This design comes from an exercise in tuning for small area on the open sky130 flow, not from production work. RTL that was checked went through simulation tests only; none was proved equivalent to the original. For run 8, only the layout was checked, not whether the RTL still works. In every run shown here, the design's own scripts or RTL, not TritonCTS, make the clock network. No driver is modelled on the clock port, so clock power and skew are understated where the tree is cut down; a real chip needs a root buffer or a tree. Power is estimated from default activity; no workload was simulated.

$ cat design/flow/flow/area.abc
strash
&get -n
&st
&syn2
&dch -f
&nf -a -p -R 1000
&put
strash
&get -n
&dch -f
&nf -a -p -R 1000
&put
topo
$ cat design/flow/flow/my_cts.tcl
# Clock buffering in place of TritonCTS: the clock port drives CLK_K buffers
# (CLK_BUF cells), each driving one cluster of the flip-flops (k-means on
# their placed locations). Then legalise, and write the CTS step's results.
set P $::env(PLATFORM_DIR)
read_lef $P/lef/sky130_fd_sc_hd.tlef
read_lef $P/lef/sky130_fd_sc_hd_merged.lef
read_liberty $P/lib/sky130_fd_sc_hd__tt_025C_1v80.lib
read_db $::env(MY_RESULTS)/3_place.odb
read_sdc $::env(MY_RESULTS)/3_place.sdc
source $P/setRC.tcl

set block [ord::get_db_block]
set db [ord::get_db]
set K $::env(CLK_K)
set master [$db findMaster $::env(CLK_BUF)]
set clkport [$block findBTerm clk]
set clknet [$clkport getNet]
set sinks {}
foreach it [$clknet getITerms] { lappend sinks $it }
puts "clock sinks: [llength $sinks]"

# k-means on sink locations
set pts {}
foreach it $sinks {
  set b [[$it getInst] getBBox]
  lappend pts [list [expr {([$b xMin] + [$b xMax]) / 2.0}] [expr {([$b yMin] + [$b yMax]) / 2.0}]]
}
set n [llength $pts]
set sorted [lsort -real -index 0 $pts]
set cents {}
for {set k 0} {$k < $K} {incr k} {
  lappend cents [lindex $sorted [expr {int(($k + 0.5) * $n / $K)}]]
}
for {set iter 0} {$iter < 50} {incr iter} {
  set assign {}
  foreach p $pts {
    set best 0; set bd 1e30
    for {set k 0} {$k < $K} {incr k} {
      set c [lindex $cents $k]
      set d [expr {abs([lindex $p 0] - [lindex $c 0]) + abs([lindex $p 1] - [lindex $c 1])}]
      if {$d < $bd} { set bd $d; set best $k }
    }
    lappend assign $best
  }
  set new {}
  for {set k 0} {$k < $K} {incr k} {
    set sx 0.0; set sy 0.0; set c 0
    foreach p $pts a $assign { if {$a == $k} { set sx [expr {$sx + [lindex $p 0]}]; set sy [expr {$sy + [lindex $p 1]}]; incr c } }
    if {$c > 0} { lappend new [list [expr {$sx / $c}] [expr {$sy / $c}]] } else { lappend new [lindex $cents $k] }
  }
  set cents $new
}
for {set k 0} {$k < $K} {incr k} {
  set inst [odb::dbInst_create $block $master clkbuf_my_$k]
  set net [odb::dbNet_create $block clknet_my_$k]
  $net setSigType CLOCK
  [$inst findITerm A] connect $clknet
  [$inst findITerm X] connect $net
  set c [lindex $cents $k]
  $inst setLocation [expr {int([lindex $c 0])}] [expr {int([lindex $c 1])}]
  $inst setPlacementStatus PLACED
  set cnt 0
  foreach it $sinks a $assign { if {$a == $k} { $it disconnect; $it connect $net; incr cnt } }
  puts "buffer $k at $c drives $cnt sinks"
}
set_placement_padding -global -left 0 -right 0
detailed_placement
check_placement -verbose
set_propagated_clock [all_clocks]
estimate_parasitics -placement
set sl {}
foreach p [get_pins -hierarchical */CLK] { lappend sl [get_property $p slew_max] }
puts "max clock pin slew (placement estimate): [lindex [lsort -real $sl] end]"
report_clock_skew
report_worst_slack -min
report_worst_slack -max
write_db $::env(MY_RESULTS)/4_1_cts.odb
write_sdc $::env(MY_RESULTS)/4_cts.sdc
$ cat design/flow/standard.sh
#!/bin/bash
# synth_recipe.tcl (not shown) runs the flow's synth.tcl, then flattens the netlist and writes it again
# the make line also repeats each setting of config.mk as NAME=value (left out here)
make -C /OpenROAD-flow-scripts/flow DESIGN_CONFIG=/design/flow/config.mk WORK_HOME=/design/flow/orfs CLKGATE_MAP_FILE= SYNTH_SCRIPT=/design/flow/synth_recipe.tcl "${@:-finish}"
$ cat design/flow/config.mk
export PLATFORM = sky130hd
export DESIGN_NAME = UART
export DESIGN_NICKNAME = UART
export VERILOG_FILES = /design/flow/design.v
export SDC_FILE = /design/flow/constraint.sdc
export NUM_CORES = 4
export LEC_CHECK = 0
export CAP_MARGIN = 0
export CORE_AREA = 3 3 63 63
export DIE_AREA = 0 0 66 66
export GPL_TIMING_DRIVEN = 0
export SLEW_MARGIN = 0
$ cat design/flow/design.v
`timescale 1ns / 1ps
module UART(
    input clk,
    input rst,
    input start,
    input [7:0] tx_in,
    input rx,
    output tx,
    output [7:0] rx_output,
    output rx_done,
    output tx_done
);
    reg [3:0] q;
    reg [3:0] j;
    reg [7:0] tdata;
    reg tmux;
    wire t_idle = (q[3] & ~j[1] & ~j[2] & ~j[3]);
    wire t_end = (j[2] & j[3]);
    wire t_load = rst | t_end | (t_idle & ~start);
    wire q_wrap = (q[1] & q[2]);
    wire [3:0] q_nx = {((q[2])), ((q[1])), ((q[0])), ((q[0] & q[3]) | (~q[0] & ~q[2] & ~q[3]) | (~q[0] & ~q[1] & ~q[3]))};
    wire [3:0] j_tg = {((j[0] & j[1] & j[2])), ((j[0] & j[1])), ((j[0])), (1'b1)};
    always @(*) begin
        case ({j[2], j[1], j[0]})
            3'd0: tmux = tdata[5];
            3'd1: tmux = tdata[6];
            3'd2: tmux = tdata[7];
            3'd3: tmux = tdata[0];
            3'd4: tmux = tdata[1];
            3'd5: tmux = tdata[2];
            3'd6: tmux = tdata[3];
            3'd7: tmux = tdata[4];
            default: tmux = 1'b1;
        endcase
    end
    always @(posedge clk) begin
        q <= t_load ? 4'd9 : q_nx;
        j <= t_load ? 4'd1 : (j ^ ({4{q_wrap}} & j_tg));
        if (t_idle) tdata <= tx_in;
    end
    assign tx = (((j[0] & j[1]) | (j[3]) | (j[2])) & tmux) | (j[0] & j[1] & j[3]) | (j[2] & j[3]) | (q[0] & ~j[1] & ~j[2] & ~j[3]);
    assign tx_done = (q[0] & q[1] & j[0] & j[1] & j[3]);
    reg [3:0] p;
    reg [3:0] i;
    reg [7:0] rdata;
    wire r_idle = (~i[0] & ~i[1] & ~i[2] & ~i[3]);
    wire i_step = (r_idle & ~rx) | ((~p[1] & ~p[3]));
    wire [3:0] p_nx = {((p[2])), ((p[1])), ((p[0])), ((p[0] & ~p[3]) | (~p[1] & ~p[2]) | (~p[0] & p[3]))};
    wire [3:0] i_tg = {((i[0] & i[1] & i[3]) | (i[0] & i[1] & i[2])), ((i[0] & i[1] & ~i[3])), ((i[0])), (1'b1)};
    always @(posedge clk) begin
        p <= (rst | r_idle) ? 4'd9 : p_nx;
        i <= rst ? 4'd0 : (i ^ ({4{i_step}} & i_tg));
        if (((~p[0] & ~p[2])) & ((~i[3]) | (~i[1]))) rdata <= {rx, rdata[7:1]};
    end
    assign rx_output = rdata;
    assign rx_done = (~p[1] & ~p[2] & i[0] & i[1] & i[3]);
endmodule
$ cat design/flow/flow/my_synth.tcl
# The standard synthesis (synth_recipe.tcl), with the final abc mapping run
# from an area-oriented script instead of ORFS's delay-oriented one.
proc abc {args} {
  set i [lsearch -exact $args -script]
  if { $i >= 0 } { set args [lreplace $args $i [expr {$i + 1}] -script $::env(MY_ABC_SCRIPT)] }
  yosys abc {*}$args
}
source $::env(MY_WORK)/synth_recipe.tcl
$ cat design/flow/flow/run.sh
#!/bin/bash
# Own flow: the standard layout (standard.sh), with three changes:
#  - synthesis maps the logic with an area-oriented abc script (flow/area.abc);
#  - port buffers are sky130_fd_sc_hd__buf_1 instead of the default choice;
#  - the clock is buffered by flow/my_cts.tcl (a few clock buffers, each
#    driving one cluster of flip-flops) in place of TritonCTS.
# Each tool's output goes to a log file of its own in this folder.
set -euo pipefail
export MY_WORK="$PWD"
export MY_ABC_SCRIPT="$PWD/flow/area.abc"
ARGS=(SYNTH_SCRIPT="$PWD/flow/my_synth.tcl" BUFFER_PORTS_ARGS="-buffer_cell sky130_fd_sc_hd__buf_1")
bash standard.sh "${ARGS[@]}" place > flow_place.log 2>&1
RES="$PWD/orfs/results/sky130hd/UART/base"
MY_RESULTS="$RES" PLATFORM_DIR="$FLOW_HOME/platforms/sky130hd" CLK_K=2 CLK_BUF=sky130_fd_sc_hd__clkbuf_8 \
  openroad -no_init -exit flow/my_cts.tcl > flow_cts.log 2>&1
bash standard.sh "${ARGS[@]}" finish > flow_finish.log 2>&1
$ cat design/flow/constraint.sdc
create_clock -name core_clock -period 10.0 [get_ports {clk}]
set_input_delay 2.0000 -clock core_clock [delete_from_list [all_inputs] [get_ports {clk}]]
set_output_delay 2.0000 -clock core_clock [all_outputs]
set_load 0.01 [all_outputs]
==> results of run 1 <==
## registers in the layout, indices dropped and copies added, names as in the netlist
signal	cells
rdata	8
q	4
i	4
tdata	8
j	4
p	4
## cells by family (layout without fill, tap and decap cells)
kind of cell	Yosys count	after routing	share of synthesized area [%]
muxes	2	2	2.85
adders and majority gates	2	2	2.19
AOI/OAI and AO/OA	11	11	6.24
buffers and inverters	1	25	0.328
DFF	32	32	70.1
xor gates and xnor gates	3	3	2.30
and+or+nand+nor	37	37	16.0
## metrics by stage
stage / cells / hold WS [ns] / power [µW] / worst slack [ns] / cell area (µm²)
2_1_floorplan: 88 / 0.411 / 187 / 6.88 / 1140
3_3_place_gp: 156 / 0.427 / 195 / 6.69 / 1280
3_5_place_dp: 156 / 0.441 / 198 / 6.68 / 1290
5_1_grt: 158 / 0.475 / 258 / 6.32 / 1320
6_report: 158 / 0.456 / 243 / 6.51 / 1320
## cell type report
cell class	count	share of cell area, %
repair buffers	22	6.27
well taps	46	4.37
flip-flops and latches	32	60.8
plain buffers	2	2.09
multi-input cells	55	26.1
inverters	1	0.285
## synth_stat cells
| master | n |
|---|---|
| a211o_1 | 1 |
| nor3_1 | 3 |
| nand3_1 | 3 |
| dfxtp_1 | 16 |
| nand2b_1 | 1 |
| nor2b_1 | 3 |
| nor2_1 | 13 |
| a31oi_1 | 2 |
| o211ai_1 | 1 |
| nor4_1 | 1 |
| clkinv_1 | 1 |
| or3_1 | 1 |
| mux4_2 | 1 |
| o21ai_0 | 2 |
| xnor2_1 | 3 |
| nor4b_1 | 1 |
| nand2_1 | 5 |
| and2_0 | 3 |
| nor3b_1 | 1 |
| ha_1 | 2 |
| a211oi_1 | 1 |
| a21oi_1 | 3 |
| a221o_1 | 1 |
| mux2i_1 | 1 |
| or2_0 | 2 |
| edfxtp_1 | 16 |
## final timing paths
path,to,cells after the start
setup reg to reg,j[2],3
hold / removal,q[3],1
hold reg to reg,q[3],1
setup / recovery,tx,4
## metal layers
metal | GRT usage (%) | wire length [µm]
met3 | 0.680 | 83
met5 | 0 | 0
met4 | 2.28 | 55
met1 | 11.7 | 819
met2 | 13.8 | 809
## critical path, stage by stage, from the launching register on
cell and delay, ns:
dfxtp_1 0.49, mux4_2 0.54, nor2_1 0.10, a21oi_1 0.07
buf_1 0.13
## power groups by stage
stage / combinational [µW] / clock, µW / sequential (µW)
detailed placement: 31.5 / 0 / 166
floorplan: 21.9 / 0 / 165
finish: 30.8 / 49.0 / 163
global route: 36.5 / 55.7 / 165
global placement: 29.3 / 0 / 166
==> impl_metrics.tcl, run 1 <==
set metrics [dict create \
    drtPass1Iterations 4 \
    first_iter_violations 18 \
    routed_via_density 4.51 \
    intPower_uw 186 \
    start_kind "flip-flop" \
    seq_power_share_pct 67.1 \
    avgRoutedWirePerCell_um 11.2 \
    startpoint "j[0]" \
    totalNegativeSetupSlack_ns 0 \
    grt_pass1_wl_um 3020 \
    grtUsageTotal_pct 8.31 \
    power_density_nw_per_um2 185 \
    fill_cells 335 \
    cp_data_arrival_time_ns 1.49 \
    io_pins 23 \
    critPathKind "flip-flop to output port" \
    power_frac_clock_pct 20.2 \
    layout_worst_path_cycle_share_pct 34.9 \
    maxCapViolations 0 \
    p_sw_uw 56.8 \
    rsz0062_at_grt "no" \
    finalSetupViolCount 0 \
    endpoint_kind "output port" \
    synthesis.area_um2 1140 \
    yosys_warnings 1 \
    p_leak_uw 0.000438 \
    switching_share_pct 23.4 \
    final_cell_mix "22 x buf_1, 16 x dfxtp_1, 16 x edfxtp_1, 13 x nor2_1, 5 x nand2_1" \
    grt_pass1_vias 684 \
    multiInputGateArea_um2 344 \
    finalWeightedCongestion 0.794 \
    ys_seq_area_share_pct 70.1 \
    design.die.area_um2 4360 \
    register_area_um2 801 \
    grt_max_degree 18 \
    clock_latency_ns 0.15 \
    skew_ns 0.00872 \
    nets 128 \
    area_delta_synth_final_pct 15.2 \
    die_x_um 66 \
    final_core_util_pct 38.8 \
    port_buffers 22 \
    vdd_drop_max_v 0.0000761 \
    min-delay-path-class "flip-flop to flip-flop" \
    antenna_found_initial 0 \
    combPwrFrac_pct 12.7 \
    synth_area_leaders "edfxtp_1 42%, dfxtp_1 28%, nor2_1 4.3%" \
    rows 21 \
    worst_pin_slew_ns 1.13 \
    status "timing/DRC/antenna clean" \
    slew_violations 0 \
    start_util_pct 33.7 \
    core-area_um2 3390 \
    drtAntennaViolNets 0 \
    fmax_mhz 287 \
    synthCells 88 \
    routed_wl_um 1770 \
    synth_fp_nets 102 \
    yosysTopAreaCell "edfxtp_1" \
    maxSlewHeadroom_pct 24.2 \
    hold_viol 0 \
    clk_pin_slew_ns 0.10 \
    die_y_um 66 \
    yosys.area.top_type_share_pct 42.1 \
    final_common_cell "buf_1" \
    syn_avg_cell_area_um2 13.0 \
    synth.distinct_cells 26 \
    ys_seq_elements 32 \
    drive_above_1_share_pct 3.57 \
    dr_total_vias 712 \
    hp-start "q[2]" \
    cp_data_required_time_ns 8.00 \
    grt_overflow 0 \
    hpwl_um 1330 \
    critPathMaxFanout 7 \
    diodes 0 \
    rrSetupSlack_ns 8.12 \
    finalCriticalPeriod_ns 3.49 \
    drc 0 \
    reg2reg_from "j[1]" \
]
==> run 2, diff against run 1 <==
--- a/design/flow/flow/run.sh
+++ b/design/flow/flow/run.sh
@@ -12,5 +12,5 @@
 bash standard.sh "${ARGS[@]}" place > flow_place.log 2>&1
 RES="$PWD/orfs/results/sky130hd/UART/base"
-MY_RESULTS="$RES" PLATFORM_DIR="$FLOW_HOME/platforms/sky130hd" CLK_K=2 CLK_BUF=sky130_fd_sc_hd__clkbuf_8 \
+MY_RESULTS="$RES" PLATFORM_DIR="$FLOW_HOME/platforms/sky130hd" CLK_K=1 CLK_BUF=sky130_fd_sc_hd__clkbuf_16 \
   openroad -no_init -exit flow/my_cts.tcl > flow_cts.log 2>&1
 bash standard.sh "${ARGS[@]}" finish > flow_finish.log 2>&1
==> run 2 against run 1 <==
- critical path depth did not move
- via count shrank 0.98%
- global-route usage about the same
- clock skew fell by 0.0061 ns
- register-to-register slack hardly changed
- cell count decreased by 0.63%
- total power is 0.10% lower
- first-iteration DRC count is 50% higher
- largest power group unchanged
- highest routed layer unchanged
==> impl_metrics.tcl, run 2 <==
set metrics [dict create \
    status "timing/DRC/antenna clean" \
    die_x_um 66 \
    hold_viol 0 \
    port_buffers 22 \
    die_y_um 66 \
    synthFlopType "edfxtp_1" \
    muxShareOfSynthArea_pct 2.85 \
    start_util_pct 33.7 \
    final_cell_mix "22 x buf_1, 16 x dfxtp_1, 16 x edfxtp_1, 13 x nor2_1, 5 x nand2_1" \
    maxSlewHeadroom_pct 26.3 \
    switching_share_pct 23.2 \
    top_regs "rdata x8, tdata x8" \
    synth.distinct_cells 26 \
    fill_cells 333 \
    finalCriticalPeriod_ns 3.51 \
    worst_pin_slew_ns 1.10 \
    core-area_um2 3390 \
    fmax_mhz 285 \
    yosys.area.top_type_share_pct 42.1 \
    rsz0062_at_grt "no" \
    drc 0 \
    totalNegativeSetupSlack_ns 0 \
    fin_area_um2 1310 \
    combPwrFrac_pct 12.8 \
    avgRoutedWirePerCell_um 11.0 \
    synth_compound_area_share_pct 6.24 \
    grt_pass1_vias 670 \
    synth_xor_area_share_pct 2.30 \
    grt_max_degree 33 \
    skew_ns 0.00265 \
    p_leak_uw 0.000436 \
    first_iter_violations 27 \
    endpoint_kind "output port" \
    hpwl_um 1330 \
    finalHoldWorstSlack_ns 0.463 \
    rows 21 \
    seq_power_share_pct 67.1 \
    yosysTopAreaCell "edfxtp_1" \
    cp_data_arrival_time_ns 1.51 \
    io_pins 23 \
    yosys_warnings 1 \
    vdd_drop_max_v 0.0000791 \
    power_density_nw_per_um2 185 \
    design.die.area_um2 4360 \
    place_ws_ns 6.68 \
    dp_cells 156 \
    register_area_um2 801 \
    grt_pass1_wl_um 2970 \
    drtAntennaViolNets 0 \
    synth_area_leaders "edfxtp_1 42%, dfxtp_1 28%, nor2_1 4.3%" \
    maxCapViolations 0 \
    synthCells 88 \
    place_area_um2 1290 \
    synth-edff-count 16 \
    clk_pin_slew_ns 0.11 \
    syn_avg_cell_area_um2 13.0 \
    finalWorstSetupSlack_ns 6.49 \
    p_sw_uw 56.4 \
    antenna_found_initial 0 \
    area_delta_synth_final_pct 15.0 \
    finalWeightedCongestion 0.794 \
    synthAdderAreaFrac_pct 2.19 \
    synth_top_family_by_area "simple AND/OR/NAND/NOR gates" \
    drive_above_1_share_pct 2.70 \
    ys_seq_elements 32 \
    cp_data_required_time_ns 8.00 \
    min-delay-path-class "flip-flop to flip-flop" \
    instances_no_fill 157 \
    power_frac_clock_pct 20.1 \
    synth_common_cells "16 x dfxtp_1, 16 x edfxtp_1, 13 x nor2_1, 5 x nand2_1" \
    final_common_cell "buf_1" \
    slew_violations 0 \
    drtPass1Iterations 4 \
    synth-async-reset-ratio_pct 0 \
    routed_wl_um 1720 \
    synth_fp_nets 102 \
    start_kind "flip-flop" \
    dr_total_vias 705 \
    diodes 0 \
    routed_via_density 4.49 \
    layout_worst_path_cycle_share_pct 35.1 \
    nets 127 \
    grt_overflow 0 \
    clock_latency_ns 0.17 \
    critPathKind "flip-flop to output port" \
    intPower_uw 186 \
    multiInputGateArea_um2 344 \
    finalSetupViolCount 0 \
    ys_seq_area_share_pct 70.1 \
    synthSimpleGateAreaFrac_pct 16.0 \
    critPathMaxFanout 7 \
    synthesis.area_um2 1140 \
    grtUsageTotal_pct 8.35 \
]
[run 2: path summary, 6_finish.rpt]
| check | slack (ns) | start | cells past startpoint | to |
|---|---|---|---|---|
| max | 6.49 | j[0] | 4 | tx |
| min | 0.46 | rdata[6] | 0 | rdata[5] |
| min reg2reg | 0.46 | rdata[6] | 0 | rdata[5] |
| max reg2reg | 8.13 | j[1] | 3 | j[2] |
[run 2: final cells by class]
type | count | area share, %
flip-flops and latches | 32 | 61.0
repair buffers | 22 | 6.29
multi-input cells | 55 | 26.2
inverters | 1 | 0.286
plain buffers | 1 | 1.90
well taps | 46 | 4.38
[run 2: power by group through the flow]
stage          sequential [µW]  clock [µW]  combinational [µW]
6_report                   163        48.8                31.0
5_1_grt                    165        56.3                36.5
3_5_place_dp               166           0                31.5
3_3_place_gp               166           0                29.3
2_1_floorplan              165           0                21.9
[run 2: through the flow]
step / power (µW) / util (%)
2_1_floorplan: 187 / -
6_report: 243 / 38.8
5_1_grt: 258 / 38.8
3_5_place_dp: 198 / 38.0
3_3_place_gp: 195 / 37.8
[run 2: cells by family after synthesis]
logic type	after synthesis
AND/OR/NAND/NOR	37
flip-flops	32
AO/OA/AOI/OAI	11
XOR/XNOR	3
multiplexers	2
adder cells (fa/ha/maj)	2
buffers and inverters	1
[run 2: worst max-delay path, cell delays in order (launching register included)]
cell	delay, ns
dfxtp_1	0.49
mux4_2	0.54
nor2_1	0.10
a21oi_1	0.07
buf_1	0.13
[run 2: layer usage]
layer	track usage (%)	routed length (µm)	vias to the layer above
met5	0	0	-
met4	2.28	59	0
met3	0.510	69	4
met2	14.1	791	18
met1	11.5	802	320
li1	-	-	363
==> run 3, diff against run 2 <==
==> design/flow/design.v (replaced) <==
`timescale 1ns / 1ps
module UART(
    input clk,
    input rst,
    input start,
    input [7:0] tx_in,
    input rx,
    output tx,
    output [7:0] rx_output,
    output rx_done,
    output tx_done
);
    reg [3:0] q;
    reg [3:0] j;
    reg [7:0] tdata;
    reg tmux;
    wire t_idle = (~q[3] & ~j[0] & ~j[2] & ~j[3]);
    wire t_end = (j[0] & j[2] & j[3]);
    wire t_load = rst | t_end | (t_idle & ~start);
    wire q_wrap = (~q[1] & ~q[2]);
    wire [3:0] q_nx = {((q[2])), ((q[1])), ((q[0])), ((q[0] & ~q[3]) | (~q[1] & ~q[2]) | (~q[0] & q[3]))};
    wire [3:0] j_tg = {((j[0] & j[1] & j[2])), ((j[0] & j[1])), ((j[0])), (1'b1)};
    always @(*) begin
        case ({j[2], j[1], j[0]})
            3'd0: tmux = tdata[4];
            3'd1: tmux = tdata[5];
            3'd2: tmux = tdata[6];
            3'd3: tmux = tdata[7];
            3'd4: tmux = tdata[0];
            3'd5: tmux = tdata[1];
            3'd6: tmux = tdata[2];
            3'd7: tmux = tdata[3];
            default: tmux = 1'b1;
        endcase
    end
    always @(posedge clk) begin
        q <= t_load ? 4'd6 : q_nx;
        j <= t_load ? 4'd2 : (j ^ ({4{q_wrap}} & j_tg));
        if (t_idle) tdata <= tx_in;
    end
    assign tx = (((j[2]) | (j[3])) & tmux) | (j[2] & j[3]) | (~q[0] & ~j[0] & ~j[2] & ~j[3]);
    assign tx_done = (~q[0] & ~q[1] & j[2] & j[3]);
    reg [3:0] p;
    reg [3:0] i;
    reg [7:0] rdata;
    wire r_idle = (~i[0] & ~i[1] & ~i[2] & ~i[3]);
    wire i_step = (r_idle & ~rx) | ((~p[1] & ~p[3]));
    wire [3:0] p_nx = {((p[2])), ((p[1])), ((p[0])), ((p[0] & ~p[3]) | (~p[1] & ~p[2]) | (~p[0] & p[3]))};
    wire [3:0] i_tg = {((i[0] & i[1] & i[3]) | (i[0] & i[1] & i[2])), ((i[0] & i[1] & ~i[3])), ((i[0])), (1'b1)};
    always @(posedge clk) begin
        p <= (rst | r_idle) ? 4'd9 : p_nx;
        i <= rst ? 4'd0 : (i ^ ({4{i_step}} & i_tg));
        if (((~p[0] & ~p[2])) & ((~i[3]) | (~i[1]))) rdata <= {rx, rdata[7:1]};
    end
    assign rx_output = rdata;
    assign rx_done = (~p[1] & ~p[2] & i[0] & i[1] & i[3]);
endmodule
==> run 3 against run 2 <==
- combinational power shrank 5%
- cell count shrank 2.5%
- critical path type unchanged
- highest routed layer unchanged
- die area is the same
- critical endpoint unchanged
- still clean on timing, DRC and antenna
==> impl_metrics.tcl, run 3 <==
set metrics [dict create \
    hpwl_um 1380 \
    hold_end "rdata[5]" \
    ys_seq_area_share_pct 70.6 \
    yosys.area.top_type_share_pct 42.3 \
    dp_cells 152 \
    maxSlewHeadroom_pct 25.8 \
    met2_usage_pct 14.4 \
    synthCells 84 \
    critPathKind "flip-flop to output port" \
    ys_seq_elements 32 \
    finalWeightedCongestion 0.726 \
    vdd_drop_max_v 0.0000923 \
    routed_wl_um 1780 \
    synth_common_cells "16 x dfxtp_1, 16 x edfxtp_1, 9 x nor2_1, 5 x nand2_1, 4 x nand3_1" \
    synth-edff-count 16 \
    antenna_found_initial 0 \
    clk_pin_slew_ns 0.11 \
    worst_pin_slew_ns 1.11 \
    endpoint_kind "output port" \
    min-delay-path-class "flip-flop to flip-flop" \
    synthFlopType "edfxtp_1" \
    grtUsageTotal_pct 8.70 \
    yosys_warnings 1 \
    skew_ns 0.00327 \
    layout_worst_path_cycle_share_pct 36.0 \
    grt_overflow 0 \
    maxCapViolations 0 \
    power_density_nw_per_um2 184 \
    first_iter_violations 9 \
    yosysTopAreaCell "edfxtp_1" \
    dr_total_vias 698 \
    diodes 0 \
    synth_fp_nets 98 \
    multiInputGateArea_um2 337 \
    rsz0062_at_grt "no" \
    nets 123 \
    synth-async-reset-ratio_pct 0 \
    final_cell_mix "22 x buf_1, 16 x dfxtp_1, 16 x edfxtp_1, 9 x nor2_1, 5 x nand2_1" \
    fill_cells 320 \
    core-area_um2 3390 \
    critPathTopFamily "multiplexers" \
    synthesis.area_um2 1130 \
    syn_avg_cell_area_um2 13.5 \
    register_area_um2 801 \
    reg2reg_from "j[0]" \
    grt_pass1_vias 673 \
    status "timing/DRC/antenna clean" \
    die_y_um 66 \
    met3_usage_pct 1.19 \
    drive_above_1_share_pct 3.74 \
    hp-start "rdata[6]" \
    top_regs "rdata x8, tdata x8" \
    fmax_mhz 277 \
    start_util_pct 33.5 \
    worst-path-buf-inv 1 \
    slew_violations 0 \
    final_common_cell "buf_1" \
    io_pins 23 \
    synth_area_leaders "edfxtp_1 42%, dfxtp_1 28%, mux4_2 4.0%" \
    hold_viol 0 \
    p_leak_uw 0.000440 \
    cp_data_required_time_ns 8.00 \
    path_cells "mux4_2, o21ai_0, nand2_1, buf_1" \
    rrSetupSlack_ns 8.06 \
    instances_no_fill 153 \
    totalNegativeSetupSlack_ns 0 \
    avgRoutedWirePerCell_um 11.6 \
    use_met1_pct 12.5 \
    rr_endpoint "j[2]" \
    start_kind "flip-flop" \
    finalCriticalPeriod_ns 3.60 \
    reg2reg_depth 4 \
    design.die.area_um2 4360 \
    routed_via_density 4.56 \
    synth.distinct_cells 25 \
    grt_max_degree 33 \
    critPathMaxStageDelay_ns 0.55 \
    power_uw 241 \
    drc 0 \
    die_x_um 66 \
    grt_pass1_wl_um 3090 \
    drtPass1Iterations 4 \
    port_buffers 22 \
    cp_data_arrival_time_ns 1.60 \
    clock_latency_ns 0.17 \
    grt_busiest_layer "met2" \
    critPathMaxFanout 8 \
    slowest_stage "mux4_2" \
    holdPathStages 0 \
    drtAntennaViolNets 0 \
    finalSetupViolCount 0 \
    rows 21 \
    area_delta_synth_final_pct 15.1 \
]
==> run 3: worst reg2reg max path: stages (launching register included) <==
cell and delay [ns]:
dfxtp_1 0.42, nor4_2 0.88, a21oi_1 0.26, nand2_1 0.21, nor3_1 0.08
==> run 3: worst max-delay path by stage <==
stage / startpoint / to / cells after the start / slack [ns]
2_1_floorplan: j[0] / tx / 3 / 6.80
3_3_place_gp: j[0] / tx / 4 / 6.61
3_5_place_dp: j[0] / tx / 4 / 6.57
5_1_grt: j[0] / tx / 4 / 6.26
6_report: j[0] / tx / 4 / 6.40
==> run 3: layout make-up <==
class / instances / share of cell area, %
Tap cell: 46 / 4.41
Multi-Input combinational cell: 51 / 25.8
Timing Repair Buffer: 22 / 6.32
Sequential cell: 32 / 61.3
Buffer: 1 / 1.92
Inverter: 1 / 0.287
==> run 3: where the power goes <==
part | internal [µW] | leakage (µW) | total [µW] | switching [µW]
registers | 153 | 0.000284 | 163 | 9.98
logic | 14.2 | 0.000144 | 29.5 | 15.4
clock network | 18.6 | 0.0000123 | 48.6 | 29.9
==> run 3: stage by stage <==
step                      hold WS (ns)  worst slack, ns  util [%]  cell area, µm²
after floorplan                  0.443             6.80         -            1130
after global placement           0.436             6.61      37.6            1270
after detailed placement         0.440             6.57      37.8            1280
after global routing             0.480             6.26      38.5            1310
final                            0.462             6.40      38.5            1310
==> run 3: logic make-up after synthesis <==
logic type	count (synthesis)	synth area share [%]
fa+ha+maj	2	2.20
flops	32	70.6
mux	2	3.97
simple gates	35	15.8
compound gates	8	4.08
buf+inv	1	0.330
xor+xnor	4	3.09
==> run 3: per-layer routing <==
| layer | up-vias | wire, µm |
|---|---|---|
| met1 | 327 | 865 |
| met4 | 0 | 21 |
| met5 | - | 0 |
| met2 | 16 | 795 |
| li1 | 353 | - |
| met3 | 2 | 99 |
==> run 4, diff against run 3 <==
--- a/design/flow/flow/run.sh
+++ b/design/flow/flow/run.sh
@@ -12,5 +12,5 @@
 bash standard.sh "${ARGS[@]}" place > flow_place.log 2>&1
 RES="$PWD/orfs/results/sky130hd/UART/base"
-MY_RESULTS="$RES" PLATFORM_DIR="$FLOW_HOME/platforms/sky130hd" CLK_K=1 CLK_BUF=sky130_fd_sc_hd__clkbuf_16 \
+MY_RESULTS="$RES" PLATFORM_DIR="$FLOW_HOME/platforms/sky130hd" CLK_K=1 CLK_BUF=sky130_fd_sc_hd__buf_12 \
   openroad -no_init -exit flow/my_cts.tcl > flow_cts.log 2>&1
 bash standard.sh "${ARGS[@]}" finish > flow_finish.log 2>&1
==> run 4 against run 3 <==
- total power shrank 1.0%
- core utilization fell by 0.15 points
- critical path depth unchanged
- sequential power is essentially flat
- synthesized cell count stayed put
- largest cell class unchanged
==> impl_metrics.tcl, run 4 <==
set metrics [dict create \
    drc 0 \
    totalNegativeSetupSlack_ns 0 \
    instances_no_fill 153 \
    dp_cells 152 \
    finalCriticalPeriod_ns 3.58 \
    synth-edff-count 16 \
    reg2reg_from "j[0]" \
    skew_ns 0.00223 \
    start_kind "flip-flop" \
    met3_usage_pct 1.19 \
    drtPass1Iterations 4 \
    clock_latency_ns 0.14 \
    p_leak_uw 0.000437 \
    path_cells "mux4_2, o21ai_0, nand2_1, buf_1" \
    finalWorstSetupSlack_ns 6.42 \
    synth_fp_nets 98 \
    maxSlewHeadroom_pct 25.8 \
    slew_violations 0 \
    intPower_uw 183 \
    start_util_pct 33.5 \
    endpoint_kind "output port" \
    grtUsageTotal_pct 8.70 \
    synthFlopType "edfxtp_1" \
    worst_pin_slew_ns 1.11 \
    antenna_found_initial 0 \
    synth.distinct_cells 25 \
    combPwrFrac_pct 12.4 \
    ys_seq_elements 32 \
    met2_usage_pct 14.4 \
    rsz0062_at_grt "no" \
    place_ws_ns 6.57 \
    slowest_stage "mux4_2" \
    dr_total_vias 699 \
    nets 123 \
    synth_common_cells "16 x dfxtp_1, 16 x edfxtp_1, 9 x nor2_1, 5 x nand2_1, 4 x nand3_1" \
    first_iter_violations 13 \
    grt_overflow 0 \
    io_pins 23 \
    critPathKind "flip-flop to output port" \
    final_cell_mix "22 x buf_1, 16 x dfxtp_1, 16 x edfxtp_1, 9 x nor2_1, 5 x nand2_1" \
    worst-path-buf-inv 1 \
    grt_pass1_vias 673 \
    power_frac_clock_pct 19.3 \
    yosys.area.top_type_share_pct 42.3 \
    rr_endpoint "j[2]" \
    yosysTopAreaCell "edfxtp_1" \
    critPathTopFamily "multiplexers" \
    die_x_um 66 \
    area_delta_synth_final_pct 14.7 \
    power_density_nw_per_um2 183 \
    holdPathStages 0 \
    syn_avg_cell_area_um2 13.5 \
    synthesis.area_um2 1130 \
    p_sw_uw 55.1 \
    maxCapViolations 0 \
    grt_pass1_wl_um 3090 \
    avgRoutedWirePerCell_um 11.6 \
    drtAntennaViolNets 0 \
    die_y_um 66 \
    cp_data_arrival_time_ns 1.58 \
    rows 21 \
    diodes 0 \
    reg2reg_depth 4 \
    hpwl_um 1380 \
    drive_above_1_share_pct 3.74 \
    switching_share_pct 23.1 \
    fmax_mhz 279 \
    use_met1_pct 12.5 \
    min-delay-path-class "flip-flop to flip-flop" \
    place_area_um2 1280 \
    port_buffers 22 \
    critPathMaxFanout 8 \
    top_regs "rdata x8, tdata x8" \
    critPathMaxStageDelay_ns 0.55 \
    synth-async-reset-ratio_pct 0 \
    clk_pin_slew_ns 0.11 \
    cp_data_required_time_ns 8.00 \
    routed_via_density 4.57 \
    fin_area_um2 1300 \
    final_core_util_pct 38.4 \
    ys_seq_area_share_pct 70.6 \
    vdd_drop_max_v 0.0000868 \
    hold_viol 0 \
    synthCells 84 \
    yosys_warnings 1 \
    finalSetupViolCount 0 \
    routed_wl_um 1780 \
    hold_end "rdata[5]" \
    rrSetupSlack_ns 8.06 \
    seq_power_share_pct 68.3 \
    design.die.area_um2 4360 \
    final_common_cell "buf_1" \
    grt_busiest_layer "met2" \
    layout_worst_path_cycle_share_pct 35.8 \
    status "timing/DRC/antenna clean" \
    finalWeightedCongestion 0.726 \
    synth_area_leaders "edfxtp_1 42%, dfxtp_1 28%, mux4_2 4.0%" \
    hp-start "rdata[6]" \
    grt_max_degree 33 \
    core-area_um2 3390 \
]
-- run 4: cell counts after synthesis --
Identical to the previous run, type by type.
-- run 4: power groups by stage --
stage               clock [µW]  sequential (µW)  combinational (µW)
floorplan                    0              164                21.6
global placement             0              165                28.7
detailed placement           0              166                29.8
global route              51.8              165                34.5
finish                    46.1              163                29.5
-- run 4: through the flow --
step                total power (µW)  hold slack (ns)
floorplan                        186            0.443
global placement                 194            0.436
detailed placement               196            0.440
global route                     251            0.482
finish                           239            0.463
-- run 4: how the worst max path moves through the flow --
stage | start | end | cells after the start
2_1_floorplan | j[0] | tx | 3
3_3_place_gp | j[0] | tx | 4
6_report | j[0] | tx | 4
3_5_place_dp | j[0] | tx | 4
5_1_grt | j[0] | tx | 4
-- run 4: final cells by class --
| type | count | area [µm²] |
|---|---|---|
| plain buffers | 1 | 20.0 |
| fillers | 321 | 2090 |
| inverters | 1 | 3.75 |
| multi-input cells | 51 | 337 |
| flip-flops and latches | 32 | 801 |
| well taps | 46 | 57.6 |
| repair buffers | 22 | 82.6 |
-- run 4: cells by family (layout without fill, tap and decap cells) --
| family | Yosys count | after routing | synth area share, % |
|---|---|---|---|
| muxes | 2 | 2 | 3.97 |
| buffers and inverters | 1 | 24 | 0.330 |
| adders and majority gates | 2 | 2 | 2.20 |
| AOI/OAI and AO/OA | 8 | 8 | 4.08 |
| xor gates and xnor gates | 4 | 4 | 3.09 |
| DFF | 32 | 32 | 70.6 |
| and+or+nand+nor | 35 | 35 | 15.8 |
-- run 4: metal layers --
metal	share of wire [%]	up-vias
met1	48	328
met4	1.2	0
met5	0	-
li1	-	353
met2	45	16
met3	5.6	2
==> run 5, diff against run 4 <==
==> design/flow/design.v (replaced) <==
`timescale 1ns / 1ps
module UART(
    input clk,
    input rst,
    input start,
    input [7:0] tx_in,
    input rx,
    output tx,
    output [7:0] rx_output,
    output rx_done,
    output tx_done
);
    reg [3:0] q;
    reg [3:0] j;
    reg [7:0] tdata;
    reg tmux;
    wire t_idle = (j[1] & ~j[2] & j[3]);
    wire t_den = (j[1] & j[3]);
    wire j_step = (t_idle & start) | ((q[0] & q[2] & q[3])) | ((~j[0] & j[2] & j[3]));
    wire [3:0] q_nx = {((q[2])), ((q[1])), ((q[0])), ((~q[1] & ~q[3]) | (~q[0] & ~q[3]) | (~q[2] & q[3]))};
    wire [3:0] j_tg = {((~j[0] & ~j[1] & ~j[2])), ((~j[0] & ~j[1]) | (~j[0] & j[2] & j[3])), ((~j[0] & ~j[3]) | (~j[0] & ~j[2])), ((~j[3]) | (~j[2]) | (j[0]))};
    always @(*) begin
        case ({j[2], j[1], j[0]})
            3'd0: tmux = tdata[7];
            3'd1: tmux = tdata[6];
            3'd2: tmux = tdata[5];
            3'd3: tmux = tdata[4];
            3'd4: tmux = tdata[3];
            3'd5: tmux = tdata[2];
            3'd6: tmux = tdata[1];
            3'd7: tmux = tdata[0];
            default: tmux = 1'b1;
        endcase
    end
    always @(posedge clk) begin
        q <= (rst | t_idle) ? 4'd6 : q_nx;
        j <= rst ? 4'd10 : (j ^ ({4{j_step}} & j_tg));
        if (t_den) tdata <= tx_in;
    end
    assign tx = (((~j[3])) & tmux) | (j[1] & j[3]) | (~q[0] & j[0] & j[3]);
    assign tx_done = (~q[0] & ~q[3] & j[2] & j[3]);
    reg [3:0] p;
    reg [3:0] i;
    reg [7:0] rdata;
    wire r_idle = (~i[0] & ~i[1] & ~i[2] & ~i[3]);
    wire i_step = (r_idle & ~rx) | ((~p[1] & ~p[3]));
    wire [3:0] p_nx = {((p[2])), ((p[1])), ((p[0])), ((p[0] & ~p[3]) | (~p[1] & ~p[2]) | (~p[0] & p[3]))};
    wire [3:0] i_tg = {((i[0] & i[1] & i[3]) | (i[0] & i[1] & i[2])), ((i[0] & i[1] & ~i[3])), ((i[0])), (1'b1)};
    always @(posedge clk) begin
        p <= (rst | r_idle) ? 4'd9 : p_nx;
        i <= rst ? 4'd0 : (i ^ ({4{i_step}} & i_tg));
        if (((~p[0] & ~p[2])) & ((~i[3]) | (~i[1]))) rdata <= {rx, rdata[7:1]};
    end
    assign rx_output = rdata;
    assign rx_done = (~p[1] & ~p[2] & i[0] & i[1] & i[3]);
endmodule
--- a/design/flow/config.mk
+++ b/design/flow/config.mk
@@ -10,3 +10,4 @@
 export DIE_AREA = 0 0 66 66
 export GPL_TIMING_DRIVEN = 0
+export PLACE_DENSITY = 0.9
 export SLEW_MARGIN = 0
==> run 5 against run 4 <==
- worst setup slack gained 0.0065 ns
- cell count grew 2.6%
- register-to-register slack gained 0.22 ns
- critical path type unchanged
- critical endpoint unchanged
- largest cell class unchanged
==> impl_metrics.tcl, run 5 <==
set metrics [dict create \
    status "timing/DRC/antenna clean" \
    finalWeightedCongestion 0.763 \
    skew_ns 0.00138 \
    die_y_um 66 \
    grt_pass1_wl_um 2840 \
    dr_total_vias 715 \
    hp-start "q[2]" \
    seq_power_share_pct 61.9 \
    grt_pass1_vias 659 \
    hold_viol 0 \
    slowest_stage "mux4_2" \
    grt_max_degree 33 \
    yosys_warnings 1 \
    path_cells "mux4_2, a22oi_1, o21ai_0, buf_1" \
    drc 0 \
    min-delay-path-class "flip-flop to flip-flop" \
    die_x_um 66 \
    p_leak_uw 0.000422 \
    critPathTopFamily "multiplexers" \
    maxSlewHeadroom_pct 28.6 \
    ys_seq_area_share_pct 70.5 \
    synthFlopType "edfxtp_1" \
    io_pins 23 \
    worst_pin_slew_ns 1.06 \
    nets 126 \
    instances_no_fill 157 \
    place_area_um2 1280 \
    vdd_drop_max_v 0.0000902 \
    cp_data_arrival_time_ns 1.57 \
    dp_cells 156 \
    routed_via_density 4.55 \
    rrSetupSlack_ns 8.28 \
    start_util_pct 33.5 \
    power_frac_clock_pct 13.8 \
    worst-path-stages 4 \
    totalNegativeSetupSlack_ns 0 \
    combPwrFrac_pct 24.3 \
    synthesis.area_um2 1140 \
    clk_pin_slew_ns 0.11 \
    hold_end "q[0]" \
    drive_above_1_share_pct 2.70 \
    rsz0062_at_grt "no" \
    fmax_mhz 280 \
    reg2reg_from "j[3]" \
    port_buffers 22 \
    area_delta_synth_final_pct 14.1 \
    design.die.area_um2 4360 \
    worst-path-buf-inv 1 \
    p_sw_uw 98.6 \
    synth.distinct_cells 21 \
    clock_latency_ns 0.14 \
    syn_avg_cell_area_um2 12.9 \
    grt_overflow 0 \
    grtUsageTotal_pct 7.85 \
    hpwl_um 1280 \
    avgRoutedWirePerCell_um 10.5 \
    top_regs "rdata x8, tdata x8" \
    synthCells 88 \
    finalSetupViolCount 0 \
    first_iter_violations 33 \
    critPathMaxFanout 6 \
    cp_data_required_time_ns 8.00 \
    layout_worst_path_cycle_share_pct 35.7 \
    final_core_util_pct 38.2 \
    slew_violations 0 \
    start_kind "flip-flop" \
    yosysTopAreaCell "edfxtp_1" \
    switching_share_pct 30.0 \
    routed_wl_um 1640 \
    fin_area_um2 1300 \
    endpoint_kind "output port" \
    critPathKind "flip-flop to output port" \
    drtPass1Iterations 4 \
    maxCapViolations 0 \
    yosys.area.top_type_share_pct 42.3 \
    intPower_uw 230 \
    diodes 0 \
    synth_fp_nets 101 \
    ys_seq_elements 32 \
    critPathMaxStageDelay_ns 0.53 \
    rr_endpoint "j[1]" \
    core-area_um2 3390 \
    final_cell_mix "22 x buf_1, 16 x dfxtp_1, 16 x edfxtp_1, 9 x nor2_1, 8 x a21oi_1" \
    synth_common_cells "16 x dfxtp_1, 16 x edfxtp_1, 9 x nor2_1, 8 x a21oi_1, 6 x o21ai_0" \
    synth-async-reset-ratio_pct 0 \
    holdPathStages 1 \
    final_common_cell "buf_1" \
    synth_area_leaders "edfxtp_1 42%, dfxtp_1 28%, mux4_2 4.0%" \
    antenna_found_initial 0 \
    drtAntennaViolNets 0 \
    reg2reg_depth 7 \
    rows 21 \
    finalCriticalPeriod_ns 3.57 \
    power_density_nw_per_um2 254 \
    synth-edff-count 16 \
]
==> run 5: logic make-up after synthesis <==
logic type                 synth area share [%]
buffers and inverters                     0.991
adders and majority gates                  1.10
xor gates and xnor gates                   1.54
DFF                                        70.5
AOI/OAI and AO/OA                          8.92
and+or+nand+nor                            13.0
muxes                                      3.96
==> run 5: worst max path at each step <==
stage | from | to | slack [ns]
finish | j[0] | tx | 6.43
global route | j[0] | tx | 6.28
detailed placement | j[0] | tx | 6.59
global placement | j[0] | tx | 6.56
floorplan | j[0] | tx | 6.74
==> run 5: metrics by stage <==
| step | worst slack, ns | hold WS, ns | total power (µW) |
|---|---|---|---|
| finish | 6.43 | 0.458 | 329 |
| global route | 6.28 | 0.476 | 354 |
| detailed placement | 6.59 | 0.432 | 288 |
| global placement | 6.56 | 0.424 | 284 |
| floorplan | 6.74 | 0.416 | 264 |
==> run 5: area by class of cell <==
cell class / count / area, µm²
flip-flops and latches: 32 / 801
fillers: 337 / 2090
well taps: 46 / 57.6
multi-input cells: 53 / 324
plain buffers: 1 / 20.0
repair buffers: 22 / 82.6
inverters: 3 / 11.3
==> run 5: metal layers <==
metal | vias to the layer above | share of wire [%] | wire, µm | GRT usage [%]
li1 | 368 | - | - | -
met1 | 331 | 46 | 750 | 11.1
met2 | 14 | 48 | 785 | 13.3
met3 | 2 | 5.2 | 85 | 1.02
met4 | 0 | 1.4 | 23 | 0.761
met5 | - | 0 | 0 | 0
==> run 5: power by group through the flow <==
stage / logic [µW] / registers, µW / clock network, µW
2_1_floorplan: 63.0 / 201 / 0
5_1_grt: 92.9 / 210 / 51.2
6_report: 79.9 / 203 / 45.4
3_3_place_gp: 78.2 / 206 / 0
3_5_place_dp: 81.4 / 206 / 0
==> run 6, diff against run 5 <==
--- a/design/flow/config.mk
+++ b/design/flow/config.mk
@@ -10,4 +10,3 @@
 export DIE_AREA = 0 0 66 66
 export GPL_TIMING_DRIVEN = 0
-export PLACE_DENSITY = 0.9
 export SLEW_MARGIN = 0
==> run 6 against run 5 <==
- wire length increased by 13%
- synthesized cell count stayed put
- critical path type unchanged
- clock power up 1%
- sequential share of layout area did not move
- area after synthesis did not move
- first-iteration DRC count up 15%
- register-to-register slack about the same
- via count rose by 3.8%
- highest routed layer unchanged
- clock skew is 0.0010 ns higher
- cell count is the same
- worst setup slack improved by 0.0072 ns
- total power rose by 1.1%
==> impl_metrics.tcl, run 6 <==
set metrics [dict create \
    status "timing/DRC/antenna clean" \
    finalWorstSetupSlack_ns 6.43 \
    clock_latency_ns 0.14 \
    start_kind "flip-flop" \
    min-delay-path-class "flip-flop to flip-flop" \
    design.die.area_um2 4360 \
    die_x_um 66 \
    rr_endpoint "j[3]" \
    drtAntennaViolNets 0 \
    maxCapViolations 0 \
    rows 21 \
    start_util_pct 33.5 \
    rsz0062_at_grt "no" \
    finalWeightedCongestion 0.754 \
    antenna_found_initial 0 \
    first_iter_violations 38 \
    totalNegativeSetupSlack_ns 0 \
    synth_common_cells "16 x dfxtp_1, 16 x edfxtp_1, 9 x nor2_1, 8 x a21oi_1, 6 x o21ai_0" \
    grt_pass1_wl_um 3110 \
    grt_pass1_vias 714 \
    area_delta_synth_final_pct 14.1 \
    final_cell_mix "22 x buf_1, 16 x dfxtp_1, 16 x edfxtp_1, 9 x nor2_1, 8 x a21oi_1" \
    routed_via_density 4.73 \
    reg2reg_from "j[3]" \
    p_leak_uw 0.000422 \
    synthesis.area_um2 1140 \
    port_buffers 22 \
    yosys_warnings 1 \
    dp_cells 156 \
    hpwl_um 1430 \
    hp-start "q[2]" \
    worst_pin_slew_ns 1.14 \
    grt_max_degree 33 \
    top_regs "rdata x8, tdata x8" \
    synthFlopType "edfxtp_1" \
    drc 0 \
    synth_fp_nets 101 \
    place_ws_ns 6.58 \
    critPathMaxFanout 6 \
    instances_no_fill 157 \
    power_uw 332 \
    core-area_um2 3390 \
    yosys.area.top_type_share_pct 42.3 \
    synth-edff-count 16 \
    endpoint_kind "output port" \
    rrSetupSlack_ns 8.29 \
    holdPathStages 1 \
    syn_avg_cell_area_um2 12.9 \
    cp_data_required_time_ns 8.00 \
    skew_ns 0.00242 \
    ys_seq_elements 32 \
    nets 126 \
    maxSlewHeadroom_pct 23.8 \
    avgRoutedWirePerCell_um 11.8 \
    io_pins 23 \
    synthCells 88 \
    clk_pin_slew_ns 0.11 \
    dr_total_vias 742 \
    final_common_cell "buf_1" \
    finalSetupViolCount 0 \
    grtUsageTotal_pct 8.66 \
    layout_worst_path_cycle_share_pct 35.7 \
    die_y_um 66 \
    slew_violations 0 \
    ys_seq_area_share_pct 70.5 \
    synth.distinct_cells 21 \
    drtPass1Iterations 4 \
    hold_viol 0 \
    vdd_drop_max_v 0.0000969 \
    drive_above_1_share_pct 2.70 \
    power_density_nw_per_um2 256 \
    yosysTopAreaCell "edfxtp_1" \
    fmax_mhz 280 \
    synth-async-reset-ratio_pct 0 \
    routed_wl_um 1860 \
    grt_overflow 0 \
    finalCriticalPeriod_ns 3.57 \
    diodes 0 \
    critPathKind "flip-flop to output port" \
    cp_data_arrival_time_ns 1.57 \
    fill_cells 330 \
    reg2reg_depth 6 \
    startpoint "j[0]" \
    hold_end "q[0]" \
    synth_area_leaders "edfxtp_1 42%, dfxtp_1 28%, mux4_2 4.0%" \
]
-- run 6: metal layers --
layer  global-route usage, %  up-vias  wire [µm]
li1                        -      369          -
met1                    11.1      356        843
met2                    16.4       15        919
met3                   0.510        2         62
met4                    1.02        0         30
met5                       0        -          0
-- run 6: power by group --
group / total (µW) / switching (µW) / internal, µW
sequential: 205 / 26.8 / 178
combinational: 81.9 / 45.5 / 36.3
clock: 45.9 / 29.5 / 16.4
-- run 6: worst max-delay path by stage --
stage / to / cells after the start
6_report: tx / 4
5_1_grt: tx / 4
3_5_place_dp: tx / 4
3_3_place_gp: tx / 4
2_1_floorplan: tx / 3
-- run 6: layout make-up --
class	instances	area, µm²	share of cell area, %
buffer	1	20.0	1.54
timing repair buffer	22	82.6	6.37
multi-input combinational	53	324	25.0
inverter	3	11.3	0.869
sequential	32	801	61.8
tap	46	57.6	4.44
-- run 6: logic make-up (layout without fill, tap and decap cells) --
group           Yosys count  in the layout  share of synthesized area, %
compound gates           18             18                          8.92
xor+xnor                  2              2                          1.54
fa+ha+maj                 1              1                          1.10
buf+inv                   3             26                         0.991
flops                    32             32                          70.5
mux                       2              2                          3.96
simple gates             30             30                          13.0
-- run 6: critical path, cell delays in order (launching register included) --
cell,delay (ns)
dfxtp_1,0.48
mux4_2,0.53
a22oi_1,0.17
o21ai_0,0.10
buf_1,0.14
-- run 6: per-stage QoR --
| stage | util [%] | area, µm² | hold slack [ns] |
|---|---|---|---|
| after floorplan | - | 1140 | 0.416 |
| after global placement | 37.7 | 1280 | 0.422 |
| after detailed placement | 37.7 | 1280 | 0.436 |
| after global routing | 38.2 | 1300 | 0.474 |
| final | 38.2 | 1300 | 0.461 |
==> run 7, diff against run 6 <==
--- a/design/flow/flow/run.sh
+++ b/design/flow/flow/run.sh
@@ -3,6 +3,7 @@
 #  - synthesis maps the logic with an area-oriented abc script (flow/area.abc);
 #  - port buffers are sky130_fd_sc_hd__buf_1 instead of the default choice;
-#  - the clock is buffered by flow/my_cts.tcl (a few clock buffers, each
-#    driving one cluster of flip-flops) in place of TritonCTS.
+#  - the clock is buffered by flow/my_cts.tcl in place of TritonCTS: here one
+#    sky130_fd_sc_hd__buf_12, placed at the flip-flops' centroid, drives all
+#    32 flip-flop clock pins (largest clock-pin slew about 116 ps).
 # Each tool's output goes to a log file of its own in this folder.
 set -euo pipefail
==> run 7 against run 6 <==
- still clean on timing, DRC and antenna
- sequential cell count unchanged
- sequential share of layout area did not move
- total power unchanged
- sequential power is essentially flat
- design area unchanged
- synthesized cell count is the same
- first-iteration DRC count unchanged
- critical path depth did not move
- clock power barely moved
- area after synthesis did not move
- via count did not move
- core utilization unchanged
- critical endpoint unchanged
==> impl_metrics.tcl, run 7 <==
set metrics [dict create \
    status "timing/DRC/antenna clean" \
    muxShareOfSynthArea_pct 3.96 \
    routed_wl_um 1860 \
    layout_worst_path_cycle_share_pct 35.7 \
    grt_pass1_vias 714 \
    synthAdderAreaFrac_pct 1.10 \
    synthesis.area_um2 1140 \
    grt_overflow 0 \
    maxSlewHeadroom_pct 23.8 \
    drtAntennaViolNets 0 \
    dp_cells 156 \
    p_sw_uw 102 \
    routed_via_density 4.73 \
    drtPass1Iterations 4 \
    seq_power_share_pct 61.6 \
    clk_pin_slew_ns 0.11 \
    synth_top_family_by_area "simple AND/OR/NAND/NOR gates" \
    die_x_um 66 \
    ys_seq_area_share_pct 70.5 \
    port_buffers 22 \
    skew_ns 0.00242 \
    totalNegativeSetupSlack_ns 0 \
    rows 21 \
    top_regs "rdata x8, tdata x8" \
    endpoint_kind "output port" \
    p_leak_uw 0.000422 \
    synthCells 88 \
    synth-async-reset-ratio_pct 0 \
    start_util_pct 33.5 \
    synthSimpleGateAreaFrac_pct 13.0 \
    critPathKind "flip-flop to output port" \
    synth_xor_area_share_pct 1.54 \
    intPower_uw 231 \
    nets 126 \
    synth-edff-count 16 \
    synth_fp_nets 101 \
    maxCapViolations 0 \
    cp_data_required_time_ns 8.00 \
    io_pins 23 \
    vdd_drop_max_v 0.0000969 \
    power_frac_clock_pct 13.8 \
    drive_above_1_share_pct 2.70 \
    synth_compound_area_share_pct 8.92 \
    dr_total_vias 742 \
    finalWeightedCongestion 0.754 \
    final_common_cell "buf_1" \
    yosys_warnings 1 \
    antenna_found_initial 0 \
    min-delay-path-class "flip-flop to flip-flop" \
    synthFlopType "edfxtp_1" \
    worst_pin_slew_ns 1.14 \
    yosys.area.top_type_share_pct 42.3 \
    grt_pass1_wl_um 3110 \
    cp_data_arrival_time_ns 1.57 \
    slew_violations 0 \
    avgRoutedWirePerCell_um 11.8 \
    fmax_mhz 280 \
    hpwl_um 1430 \
    instances_no_fill 157 \
    syn_avg_cell_area_um2 12.9 \
    finalSetupViolCount 0 \
    grt_max_degree 33 \
    area_delta_synth_final_pct 14.1 \
    finalHoldWorstSlack_ns 0.461 \
    synth.distinct_cells 21 \
    combPwrFrac_pct 24.6 \
    synth_common_cells "16 x dfxtp_1, 16 x edfxtp_1, 9 x nor2_1, 8 x a21oi_1, 6 x o21ai_0" \
    rsz0062_at_grt "no" \
    synth_area_leaders "edfxtp_1 42%, dfxtp_1 28%, mux4_2 4.0%" \
    first_iter_violations 38 \
    die_y_um 66 \
    design.die.area_um2 4360 \
    diodes 0 \
    clock_latency_ns 0.14 \
    critPathMaxFanout 6 \
    ys_seq_elements 32 \
    core-area_um2 3390 \
    start_kind "flip-flop" \
    hold_viol 0 \
    drc 0 \
    final_cell_mix "22 x buf_1, 16 x dfxtp_1, 16 x edfxtp_1, 9 x nor2_1, 8 x a21oi_1" \
    grtUsageTotal_pct 8.66 \
    switching_share_pct 30.6 \
    finalCriticalPeriod_ns 3.57 \
    power_density_nw_per_um2 256 \
    yosysTopAreaCell "edfxtp_1" \
]
-- run 7: cell counts after synthesis --
No cell type changed its count.
-- run 7: area by class of cell --
class,instances,area [µm²]
buffer,1,20.0
fill,330,2090
inverter,3,11.3
multi-input combinational,53,324
sequential,32,801
tap,46,57.6
timing repair buffer,22,82.6
-- run 7: power by group through the flow --
stage,sequential (µW),clock [µW],combinational (µW)
floorplan,201,0,63.0
global route,210,52.9,94.3
global placement,205,0,77.8
detailed placement,207,0,82.3
finish,205,45.9,81.9
-- run 7: worst max-delay path, cell delays in order (launching register included) --
cell,delay [ns]
dfxtp_1,0.48
mux4_2,0.53
a22oi_1,0.17
o21ai_0,0.10
buf_1,0.14
-- run 7: through the flow --
stage,power (µW),cell area [µm²],utilization (%),setup WS [ns]
6_report,332,1300,38.2,6.43
5_1_grt,357,1300,38.2,6.30
3_5_place_dp,290,1280,37.7,6.58
3_3_place_gp,283,1280,37.7,6.58
2_1_floorplan,264,1140,-,6.74
-- run 7: cells by family (layout without fill, tap and decap cells) --
logic type      count (synthesis)  after routing
compound gates                 18             18
buf+inv                         3             26
fa+ha+maj                       1              1
xor+xnor                        2              2
flops                          32             32
mux                             2              2
simple gates                   30             30
-- run 7: worst paths after layout --
check / from / end / slack, ns / cells past startpoint
min reg2reg: q[2] / q[0] / 0.46 / 1
max reg2reg: j[3] / j[3] / 8.29 / 6
max: j[0] / tx / 6.43 / 4
min: q[2] / q[0] / 0.46 / 1
-- run 7: routing by layer --
layer	track usage, %	routed length (µm)
met3	0.510	62
met4	1.02	30
met2	16.4	919
met5	0	0
met1	11.1	843
==> run 8, diff against run 7 <==
--- a/design/flow/design.v
+++ b/design/flow/design.v
@@ -43,8 +43,8 @@
     reg [3:0] i;
     reg [7:0] rdata;
-    wire r_idle = (~i[0] & ~i[1] & ~i[2] & ~i[3]);
+    wire r_idle = (~i[0] & ~i[1] & ~i[2]);
     wire i_step = (r_idle & ~rx) | ((~p[1] & ~p[3]));
     wire [3:0] p_nx = {((p[2])), ((p[1])), ((p[0])), ((p[0] & ~p[3]) | (~p[1] & ~p[2]) | (~p[0] & p[3]))};
-    wire [3:0] i_tg = {((i[0] & i[1] & i[3]) | (i[0] & i[1] & i[2])), ((i[0] & i[1] & ~i[3])), ((i[0])), (1'b1)};
+    wire [3:0] i_tg = {((i[0] & i[1] & i[2]) | (i[0] & i[1] & i[3])), ((i[0] & i[1] & ~i[2] & ~i[3]) | (i[0] & i[2] & i[3])), ((i[0])), (1'b1)};
     always @(posedge clk) begin
         p <= (rst | r_idle) ? 4'd9 : p_nx;
@@ -53,4 +53,4 @@
     end
     assign rx_output = rdata;
-    assign rx_done = (~p[1] & ~p[2] & i[0] & i[1] & i[3]);
+    assign rx_done = (~p[1] & ~p[2] & i[0] & ~i[2] & i[3]);
 endmodule
--- a/design/flow/flow/run.sh
+++ b/design/flow/flow/run.sh
@@ -3,7 +3,6 @@
 #  - synthesis maps the logic with an area-oriented abc script (flow/area.abc);
 #  - port buffers are sky130_fd_sc_hd__buf_1 instead of the default choice;
-#  - the clock is buffered by flow/my_cts.tcl in place of TritonCTS: here one
-#    sky130_fd_sc_hd__buf_12, placed at the flip-flops' centroid, drives all
-#    32 flip-flop clock pins (largest clock-pin slew about 116 ps).
+#  - the clock is buffered by flow/my_cts.tcl (a few clock buffers, each
+#    driving one cluster of flip-flops) in place of TritonCTS.
 # Each tool's output goes to a log file of its own in this folder.
 set -euo pipefail
==> run 8 against run 7 <==
- die area unchanged
- synthesized cell count shrank 1.1%
- sequential share of layout area did not move
- global-route usage up 0.11 points
- sequential cell count is the same
- still clean
- area after synthesis did not move
- worst setup slack gained 0.011 ns
- critical path depth unchanged
==> impl_metrics.tcl, run 8 <==
set metrics [dict create \
    ys_seq_elements 32 \
    finalHoldWorstSlack_ns 0.462 \
    io_pins 23 \
    synth_area_leaders "edfxtp_1 42%, dfxtp_1 28%, a21oi_1 4.0%" \
    synthSimpleGateAreaFrac_pct 12.3 \
    power_density_nw_per_um2 259 \
    status "timing/DRC/antenna clean" \
    yosys_warnings 1 \
    clock_latency_ns 0.15 \
    instances_no_fill 156 \
    totalNegativeSetupSlack_ns 0 \
    hp-start "q[1]" \
    endpoint_kind "output port" \
    rsz0062_at_grt "no" \
    p_sw_uw 104 \
    avgRoutedWirePerCell_um 11.9 \
    drc 0 \
    start_util_pct 33.5 \
    worst_pin_slew_ns 1.11 \
    critPathKind "flip-flop to output port" \
    grt_pass1_vias 707 \
    area_delta_synth_final_pct 14.1 \
    finalWeightedCongestion 0.741 \
    synthAdderAreaFrac_pct 1.10 \
    finalCriticalPeriod_ns 3.56 \
    switching_share_pct 31.0 \
    ys_seq_area_share_pct 70.5 \
    power_frac_clock_pct 14.0 \
    synth_xor_area_share_pct 1.54 \
    drtAntennaViolNets 0 \
    place_ws_ns 6.62 \
    syn_avg_cell_area_um2 13.1 \
    synthesis.area_um2 1140 \
    grt_pass1_wl_um 3120 \
    routed_wl_um 1850 \
    drtPass1Iterations 4 \
    cp_data_arrival_time_ns 1.56 \
    dr_total_vias 746 \
    rows 21 \
    top_regs "rdata x8, tdata x8" \
    skew_ns 0.00221 \
    die_x_um 66 \
    hold_viol 0 \
    seq_power_share_pct 61.0 \
    muxShareOfSynthArea_pct 3.96 \
    yosys.area.top_type_share_pct 42.3 \
    final_core_util_pct 38.2 \
    synth_top_family_by_area "simple AND/OR/NAND/NOR gates" \
    antenna_found_initial 0 \
    dp_cells 155 \
    combPwrFrac_pct 25.0 \
    min-delay-path-class "flip-flop to flip-flop" \
    grt_max_degree 33 \
    cp_data_required_time_ns 8.00 \
    routed_via_density 4.78 \
    synthFlopType "edfxtp_1" \
    first_iter_violations 39 \
    final_cell_mix "22 x buf_1, 16 x dfxtp_1, 16 x edfxtp_1, 9 x a21oi_1" \
    grt_overflow 0 \
    startpoint "j[0]" \
    finalWorstSetupSlack_ns 6.44 \
    layout_worst_path_cycle_share_pct 35.6 \
    finalSetupViolCount 0 \
    fill_cells 333 \
    port_buffers 22 \
    synth_fp_nets 100 \
    design.die.area_um2 4360 \
    synth-edff-count 16 \
    yosysTopAreaCell "edfxtp_1" \
    grtUsageTotal_pct 8.77 \
    diodes 0 \
    start_kind "flip-flop" \
    clk_pin_slew_ns 0.12 \
    synth_compound_area_share_pct 9.58 \
    hpwl_um 1450 \
    slew_violations 0 \
    critPathMaxFanout 6 \
    maxCapViolations 0 \
    vdd_drop_max_v 0.000100 \
    die_y_um 66 \
    fmax_mhz 281 \
    synth.distinct_cells 21 \
    core-area_um2 3390 \
    nets 125 \
    synth_common_cells "16 x dfxtp_1, 16 x edfxtp_1, 9 x a21oi_1, 6 x nand2_1, 6 x nor2_1" \
    maxSlewHeadroom_pct 25.4 \
    p_leak_uw 0.000425 \
    final_common_cell "buf_1" \
    intPower_uw 232 \
    drive_above_1_share_pct 2.73 \
    synth-async-reset-ratio_pct 0 \
    synthCells 87 \
    reg2reg_from "j[1]" \
]
-- run 8: worst max-delay path, cell delays in order, from the launching register on --
cell,delay [ns]
dfxtp_1,0.49
mux4_2,0.53
a21oi_1,0.15
a22oi_1,0.10
buf_1,0.14
-- run 8: cells by family (layout without fill, tap and decap cells) --
group,count (synthesis),in the layout
adder cells (fa/ha/maj),1,1
flip-flops,32,32
AND/OR/NAND/NOR,28,28
AO/OA/AOI/OAI,19,19
XOR/XNOR,2,2
buffers and inverters,3,26
multiplexers,2,2
-- run 8: layout make-up --
cell class                      instances  area (µm²)  area share, %
Buffer                                  1        20.0           1.54
Inverter                                3        11.3          0.869
Multi-Input combinational cell         52         324           25.0
Sequential cell                        32         801           61.8
Tap cell                               46        57.6           4.44
Timing Repair Buffer                   22        82.6           6.37
-- run 8: final timing paths --
kind              slack, ns    to  cells past startpoint
setup reg to reg       8.29  j[1]                      7
setup / recovery       6.44    tx                      4
hold / removal         0.46  q[2]                      1
hold reg to reg        0.46  q[2]                      1
-- run 8: per-stage QoR --
step           cell area, µm²  total power, µW
2_1_floorplan            1140              267
3_3_place_gp             1280              287
3_5_place_dp             1280              293
5_1_grt                  1300              361
6_report                 1300              336
-- run 8: metal layers --
metal / GRT usage, % / wire (µm)
met5: 0 / 0
met4: 1.78 / 45
met2: 16.1 / 883
met3: 0.680 / 93
met1: 11.2 / 828
-- run 8: power groups by stage --
stage / clock (µW) / combinational, µW / sequential (µW)
2_1_floorplan: 0 / 65.6 / 201
3_3_place_gp: 0 / 81.4 / 206
3_5_place_dp: 0 / 84.9 / 208
5_1_grt: 53.2 / 97.9 / 210
6_report: 47.1 / 84.0 / 205

separate check: timing with driven ports:
Ports are ideal in the flow. The routed layouts listed here were re-timed in OpenROAD.
Step 1 (the two cells are an assumption about what drives the block):
set clk [get_ports {clk}]
set_driving_cell -lib_cell sky130_fd_sc_hd__clkbuf_16 $clk
set_driving_cell -lib_cell sky130_fd_sc_hd__buf_2 [delete_from_list [all_inputs] $clk]
Step 2 moves the port delays by t, midway between the first and last clock arrival at a register: inputs arrive t later, outputs are due t later. That takes back most of the time a late clock gives input paths.
a / b / c = ideal ports / drivers / drivers and shift; a / b = the first two.
run	t (ns)	setup WS [ns]	worst setup path after step 2	slew at the worst register clock pin (ns)	worst data-port slew with drivers (ns)
run 1	0.183	6.510 / 6.477 / 6.660	register to output	0.10 / 0.10	0.03
run 2	0.196	6.494 / 6.466 / 6.662	register to output	0.11 / 0.11	0.03
run 3	0.196	6.395 / 6.367 / 6.562	register to output	0.11 / 0.11	0.03
run 4	0.172	6.419 / 6.389 / 6.561	register to output	0.11 / 0.11	0.03
run 5	0.169	6.426 / 6.396 / 6.565	register to output	0.11 / 0.11	0.03
run 6	0.170	6.433 / 6.404 / 6.574	register to output	0.11 / 0.11	0.03
run 7	0.170	6.433 / 6.404 / 6.574	register to output	0.11 / 0.11	0.03
run 8	0.174	6.444 / 6.414 / 6.588	register to output	0.12 / 0.12	0.03
After both steps setup and hold are still met in every run listed.
